From an optimization exercise on the open Yosys and OpenROAD flow, aimed at small area, a short achievable clock period and few clock cycles; shortcuts taken in it are not production practice. No driver is modelled on the clock port, so clock power and skew are understated where the tree is cut down; a real chip needs a root buffer or a tree.

== the previous run ==
==> flow/design.v (excerpt) <==
module axi4_lite_slave_wrapper #(
  parameter int ADDR_WIDTH = 32,
  parameter int DATA_WIDTH = 32
)(
  input  logic                      aclk,
  input  logic                      aresetn,
  input  logic [ADDR_WIDTH-1:0]     s_axi_awaddr,
  input  logic [2:0]                s_axi_awprot,
  input  logic                      s_axi_awvalid,
  output logic                      s_axi_awready,
  input  logic [DATA_WIDTH-1:0]     s_axi_wdata,
  input  logic [DATA_WIDTH/8-1:0]   s_axi_wstrb,
  input  logic                      s_axi_wvalid,
  output logic                      s_axi_wready,
  output logic [1:0]                s_axi_bresp,
  output logic                      s_axi_bvalid,
  input  logic                      s_axi_bready,
  input  logic [ADDR_WIDTH-1:0]     s_axi_araddr,
  input  logic [2:0]                s_axi_arprot,
  input  logic                      s_axi_arvalid,
  output logic                      s_axi_arready,
  output logic [DATA_WIDTH-1:0]     s_axi_rdata,
  output logic [1:0]                s_axi_rresp,
  output logic                      s_axi_rvalid,
  input  logic                      s_axi_rready
);
  axi4_lite_slave #(
    .ADDR_WIDTH (ADDR_WIDTH),
    .DATA_WIDTH (DATA_WIDTH)
  ) u_slave (
    .aclk    (aclk),           .aresetn (aresetn),
    .awaddr  (s_axi_awaddr),   .awprot  (s_axi_awprot),
    .awvalid (s_axi_awvalid),  .awready (s_axi_awready),
    .wdata   (s_axi_wdata),    .wstrb   (s_axi_wstrb),
    .wvalid  (s_axi_wvalid),   .wready  (s_axi_wready),
    .bresp   (s_axi_bresp),    .bvalid  (s_axi_bvalid),
    .bready  (s_axi_bready),
    .araddr  (s_axi_araddr),   .arprot  (s_axi_arprot),
    .arvalid (s_axi_arvalid),  .arready (s_axi_arready),
    .rdata   (s_axi_rdata),    .rresp   (s_axi_rresp),
    .rvalid  (s_axi_rvalid),   .rready  (s_axi_rready)
  );
endmodule
For scale: about 620 cells after synthesis, ~150 I/O pins, about 8200 sq um of cells after synthesis.
export LEC_CHECK = 0
export CAP_MARGIN = 20
export CORE_MARGIN = 2
export CORE_UTILIZATION = 40
export SETUP_SLACK_MARGIN = 1.55
export SLEW_MARGIN = 20
export TNS_END_PERCENT = 0
create_clock -name core_clock -period 3.0 [get_ports {aclk}]
standard.sh (not shown) runs the stock make flow with config.mk's settings and CLKGATE_MAP_FILE= SYNTH_SCRIPT=/design/flow/synth_recipe.tcl, a recipe that flattens the netlist after the stock synthesis.
==> flow/flow/run.sh <==
#!/bin/bash
# Standard ORFS layout, with buf_1 port buffers, resizing not tied to cell
# footprints, a hand-built clock tree (port -> 4 -> 16 buffers) (flow/cts_pre.tcl) and
# stronger drives on high-fanout logic (flow/cts_post.tcl).
set -euo pipefail
cd "$(dirname "$0")/.."
export FLOW_CTS_LEAVES=16
export FLOW_CTS_LEAF=sky130_fd_sc_hd__clkbuf_8
export FLOW_CTS_MIDS=4
export FLOW_CTS_MID=sky130_fd_sc_hd__clkbuf_8
bash standard.sh \
  "BUFFER_PORTS_ARGS=-buffer_cell sky130_fd_sc_hd__buf_1" \
  MATCH_CELL_FOOTPRINT=0 \
  "PRE_CTS_TCL=$(pwd)/flow/cts_pre.tcl" \
  "POST_CTS_TCL=$(pwd)/flow/cts_post.tcl" \
  finish > flow_orfs.log 2>&1
Other scripts of this flow, unchanged in this note and not shown: flow/flow/clock_tree.tcl, flow/flow/cts_post.tcl, flow/flow/cts_pre.tcl
Modified inputs, the current run compared to the previous run
--- a/flow/design.v
+++ b/flow/design.v
@@ -52,35 +52,35 @@
 );
   logic [31:0] reg_ctrl;
   logic [31:0] reg_data_tx;
   logic [31:0] reg_irq_en;
   logic [31:0] reg_scratch;
   logic       aw_v0, aw_v1;           
   logic [4:0] aw_e0, aw_e1;
   logic       aw_blk;                 
   logic       w_blk;                  
-  logic [3:0] w_arm;                  
   logic       awready_q, wready_q;    
   logic       b_v, b_idle, b_err;     
   logic       bs_v, bs_err;           
   assign awready = awready_q;
   assign wready  = wready_q;
   assign bvalid  = b_v;
   assign bresp   = {b_err, 1'b0};
   wire aw_fire = awvalid & ~aw_blk;
   wire w_fire  = wvalid & ~w_blk;
   wire b_free  = b_idle | bready;     
   wire       aw_ok_in = (awaddr[31:5] == 27'd0);
-  wire [4:0] aw_e_in  = {~aw_ok_in,
-                         aw_ok_in & (awaddr[4:2] == 3'd6),
-                         aw_ok_in & (awaddr[4:2] == 3'd4),
-                         aw_ok_in & (awaddr[4:2] == 3'd2),
-                         aw_ok_in & (awaddr[4:2] == 3'd0)};
+  wire [4:0] aw_e_in  = {aw_ok_in,
+                         awaddr[4:2] == 3'd6,
+                         awaddr[4:2] == 3'd4,
+                         awaddr[4:2] == 3'd2,
+                         awaddr[4:2] == 3'd0};
+  wire [3:0] w_sel = {4{~w_blk & aw_e0[4]}} & aw_e0[3:0];
   logic       aw_v0_d, aw_v1_d, bs_v_d, b_v_d, w_go_d;
   logic [4:0] aw_e0_d;
   always_comb begin
     aw_v0_d = aw_v0;
     aw_v1_d = aw_v1;
     if (w_fire) begin
       aw_v0_d = aw_v1 | aw_fire;
       aw_v1_d = 1'b0;
     end else if (aw_fire) begin
@@ -92,58 +92,56 @@
   assign bs_v_d  = ~b_free & (bs_v | w_fire);
   assign b_v_d   = b_free ? (bs_v | w_fire) : 1'b1;
   assign w_go_d  = aw_v0_d & ~bs_v_d;
   always_ff @(posedge aclk or negedge aresetn) begin
     if (!aresetn) begin
       aw_v0     <= 1'b0;
       aw_v1     <= 1'b0;
       aw_blk    <= 1'b1;
       w_blk     <= 1'b1;
-      w_arm     <= 4'd0;
       awready_q <= 1'b0;
       wready_q  <= 1'b0;
       b_v       <= 1'b0;
       b_idle    <= 1'b1;
       b_err     <= 1'b0;
       bs_v      <= 1'b0;
       bs_err    <= 1'b0;
     end else begin
       aw_v0     <= aw_v0_d;
       aw_v1     <= aw_v1_d;
       aw_blk    <= aw_v1_d;
       w_blk     <= ~w_go_d;
-      w_arm     <= {4{w_go_d}} & aw_e0_d[3:0];
       awready_q <= ~aw_v1_d;
       wready_q  <= w_go_d;
       b_v       <= b_v_d;
       b_idle    <= ~b_v_d;
       bs_v      <= bs_v_d;
-      if (b_free) b_err <= bs_v ? bs_err : aw_e0[4];
-      if (~bs_v)  bs_err <= aw_e0[4];
+      if (b_free) b_err <= bs_v ? bs_err : ~aw_e0[4];
+      if (~bs_v)  bs_err <= ~aw_e0[4];
     end
   end
   always_ff @(posedge aclk) begin
     aw_e0 <= aw_e0_d;
     if (~aw_v1) aw_e1 <= aw_e_in;
   end
   always_ff @(posedge aclk or negedge aresetn) begin
     if (!aresetn) begin
       reg_ctrl    <= '0;
       reg_data_tx <= '0;
       reg_irq_en  <= '0;
       reg_scratch <= '0;
     end else begin
       for (int b = 0; b < 4; b++) begin
         if (wvalid && wstrb[b]) begin
-          if (w_arm[0]) reg_ctrl[b*8 +: 8]    <= wdata[b*8 +: 8];
-          if (w_arm[1]) reg_data_tx[b*8 +: 8] <= wdata[b*8 +: 8];
-          if (w_arm[2]) reg_irq_en[b*8 +: 8]  <= wdata[b*8 +: 8];
-          if (w_arm[3]) reg_scratch[b*8 +: 8] <= wdata[b*8 +: 8];
+          if (w_sel[0]) reg_ctrl[b*8 +: 8]    <= wdata[b*8 +: 8];
+          if (w_sel[1]) reg_data_tx[b*8 +: 8] <= wdata[b*8 +: 8];
+          if (w_sel[2]) reg_irq_en[b*8 +: 8]  <= wdata[b*8 +: 8];
+          if (w_sel[3]) reg_scratch[b*8 +: 8] <= wdata[b*8 +: 8];
         end
       end
     end
   end
   logic        ar_v0, ar_v1;          
   logic        ar_blk;                
   logic        arready_q;             
   logic [5:0]  ar_lo, ar_hi_n;
   logic        ar_ok1;
[summary]
Diff the previous run -> the current run | cell area reported after detailed placement | decrease of 2.4%. The current run vs the previous run, synthesized area went down by about 2.4%. Across both runs, number of antenna cells inserted was higher for the current run than for the previous run. Summary — met3 wire length, the current run relative to the previous run: lower, by 150 microns. Portion of the clock cycle consumed by the worst path in the final layout on the current run is up relative to the previous run. When the current run is measured against the previous run, its highest net fanout along the worst path turns out 4 higher. Of the current run and the previous run, it is the current run that has the higher shortest period the worst path allows.
Function was not checked in any run of this note: the RTL went through the layout flow alone. In every run of this note, the design's own scripts or RTL, not TritonCTS, make the clock network.

== the baseline ==
RTL: one of the versions met above, not the one the previous note started from.
Size in the first run: about 610 cells after synthesis, ~200 flip-flops, roughly 150 I/O pins.
==> flow/design.v (excerpt) <==
module axi4_lite_slave_wrapper #(
  parameter int ADDR_WIDTH = 32,
  parameter int DATA_WIDTH = 32
)(
  input  logic                      aclk,
  input  logic                      aresetn,
  input  logic [ADDR_WIDTH-1:0]     s_axi_awaddr,
  input  logic [2:0]                s_axi_awprot,
  input  logic                      s_axi_awvalid,
  output logic                      s_axi_awready,
  input  logic [DATA_WIDTH-1:0]     s_axi_wdata,
  input  logic [DATA_WIDTH/8-1:0]   s_axi_wstrb,
  input  logic                      s_axi_wvalid,
  output logic                      s_axi_wready,
  output logic [1:0]                s_axi_bresp,
  output logic                      s_axi_bvalid,
  input  logic                      s_axi_bready,
  input  logic [ADDR_WIDTH-1:0]     s_axi_araddr,
  input  logic [2:0]                s_axi_arprot,
  input  logic                      s_axi_arvalid,
  output logic                      s_axi_arready,
  output logic [DATA_WIDTH-1:0]     s_axi_rdata,
  output logic [1:0]                s_axi_rresp,
  output logic                      s_axi_rvalid,
  input  logic                      s_axi_rready
);
  axi4_lite_slave #(
    .ADDR_WIDTH (ADDR_WIDTH),
    .DATA_WIDTH (DATA_WIDTH)
  ...
Settings: LEC_CHECK=0, CAP_MARGIN=20, CORE_MARGIN=2, CORE_UTILIZATION=40, SETUP_SLACK_MARGIN=1.5, SLEW_MARGIN=20, SYNTH_HIERARCHICAL=1, TNS_END_PERCENT=0; clock period 3.0 ns.
Scripts as last shown in full above: flow/flow/run.sh
Other scripts of this flow, unchanged in this note and not shown: flow/flow/clock_tree.tcl, flow/flow/cts_post.tcl, flow/flow/cts_pre.tcl
Input-level comparison between the candidate and the baseline:
diff --git a/flow/design.v b/flow/design.v
--- a/flow/design.v
+++ b/flow/design.v
@@ -72,12 +72,18 @@
   wire [4:0] aw_e_in  = {aw_ok_in,
                          awaddr[4:2] == 3'd6,
                          awaddr[4:2] == 3'd4,
                          awaddr[4:2] == 3'd2,
                          awaddr[4:2] == 3'd0};
   wire [3:0] w_sel = {4{~w_blk & aw_e0[4]}} & aw_e0[3:0];
+  logic [3:0][3:0] w_en;
+  for (genvar r = 0; r < 4; r++) begin : g_wen_r
+    for (genvar b = 0; b < 4; b++) begin : g_wen_b
+      axi4_lite_and3 u_en (.a(w_sel[r]), .b(wstrb[b]), .late(wvalid), .y(w_en[r][b]));
+    end
+  end
   logic       aw_v0_d, aw_v1_d, bs_v_d, b_v_d, w_go_d;
   logic [4:0] aw_e0_d;
   always_comb begin
     aw_v0_d = aw_v0;
     aw_v1_d = aw_v1;
     if (w_fire) begin
@@ -128,18 +134,16 @@
       reg_ctrl    <= '0;
       reg_data_tx <= '0;
       reg_irq_en  <= '0;
       reg_scratch <= '0;
     end else begin
       for (int b = 0; b < 4; b++) begin
-        if (wvalid && wstrb[b]) begin
-          if (w_sel[0]) reg_ctrl[b*8 +: 8]    <= wdata[b*8 +: 8];
-          if (w_sel[1]) reg_data_tx[b*8 +: 8] <= wdata[b*8 +: 8];
-          if (w_sel[2]) reg_irq_en[b*8 +: 8]  <= wdata[b*8 +: 8];
-          if (w_sel[3]) reg_scratch[b*8 +: 8] <= wdata[b*8 +: 8];
-        end
+        if (w_en[0][b]) reg_ctrl[b*8 +: 8]    <= wdata[b*8 +: 8];
+        if (w_en[1][b]) reg_data_tx[b*8 +: 8] <= wdata[b*8 +: 8];
+        if (w_en[2][b]) reg_irq_en[b*8 +: 8]  <= wdata[b*8 +: 8];
+        if (w_en[3][b]) reg_scratch[b*8 +: 8] <= wdata[b*8 +: 8];
       end
     end
   end
   logic        ar_v0, ar_v1;          
   logic        ar_blk;                
   logic        arready_q;             
@@ -228,12 +232,20 @@
     if (~ar_v1) begin
       ar_ok1  <= ar_ok_in;
       ar_idx1 <= araddr[4:2];
     end
     r_data <= {hi_word[31:16], lo_word[15:0]};
   end
+endmodule
+module axi4_lite_and3 (
+  input  logic a,
+  input  logic b,
+  input  logic late,
+  output logic y
+);
+  assign y = a & b & late;
 endmodule
 module axi4_lite_slave_wrapper #(
   parameter int ADDR_WIDTH = 32,
   parameter int DATA_WIDTH = 32
 )(
   input  logic                      aclk,
==> comparison <==
The candidate did not stop at any stage, and its layout met the timing, DRC and antenna checks. Across both runs, die area was lower for the candidate than for the baseline. Compared with the baseline, in the candidate total placed instance area decreased by about 2.1% relative to the old numbers, clock skew decreased by 0.013 ns relative to the old numbers. A capture point of the worst path of u_slave.reg_ctrl[21] is what the baseline shows, while u_slave.ar_hi_n[0] belongs to the candidate. Across both runs, maximum frequency was lower for the candidate than for the baseline. The candidate gives less setup slack at placement than the baseline did. Compared with the baseline, the candidate ends up with less cell area. The candidate vs. the baseline: total length of routed wires lost 5.4%; via count up 38; non-filler instance count after layout up 46; critical path depth went down by 4. Sort the candidate and the baseline by overall fraction of global-route tracks in use, descending, and the baseline comes first.
Function was not checked in any run of this note: the RTL went through the layout flow alone. No run of this note takes its clock network from TritonCTS; it comes from the design's own scripts or RTL.

-- re-timing with driven ports --
Ports are ideal in the flow. The routed layouts listed here were re-timed in OpenROAD.
Step 1: set_driving_cell puts a clkbuf_16 on aclk and a buf_2 on each other input, an assumption about the parent block.
Step 2 moves the port delays by t, midway between the first and last clock arrival at a register: inputs arrive t later, outputs are due t later. That takes back most of the time a late clock gives input paths.
Three values: ideal, step 1, step 2; two values: the first two.
run	t (ns)	slack for setup (ns)	clock arrival spread, ns	worst data-port slew with drivers (ns)
the previous run	0.374	1.378 / 1.419 / 1.052	0.066 / 0.065	0.08
the current run	0.385	1.321 / 1.335 / 0.983	0.055 / 0.055	0.07
the baseline	0.370	1.473 / 1.454 / 1.149	0.041 / 0.040	0.07
the candidate	0.383	1.301 / 1.301 / 1.009	0.027 / 0.027	0.07
After both steps setup and hold are still met in every run listed. The setup slack of the current run, which loses most, moves by +0.014 ns with the drivers and by -0.338 ns with both steps.
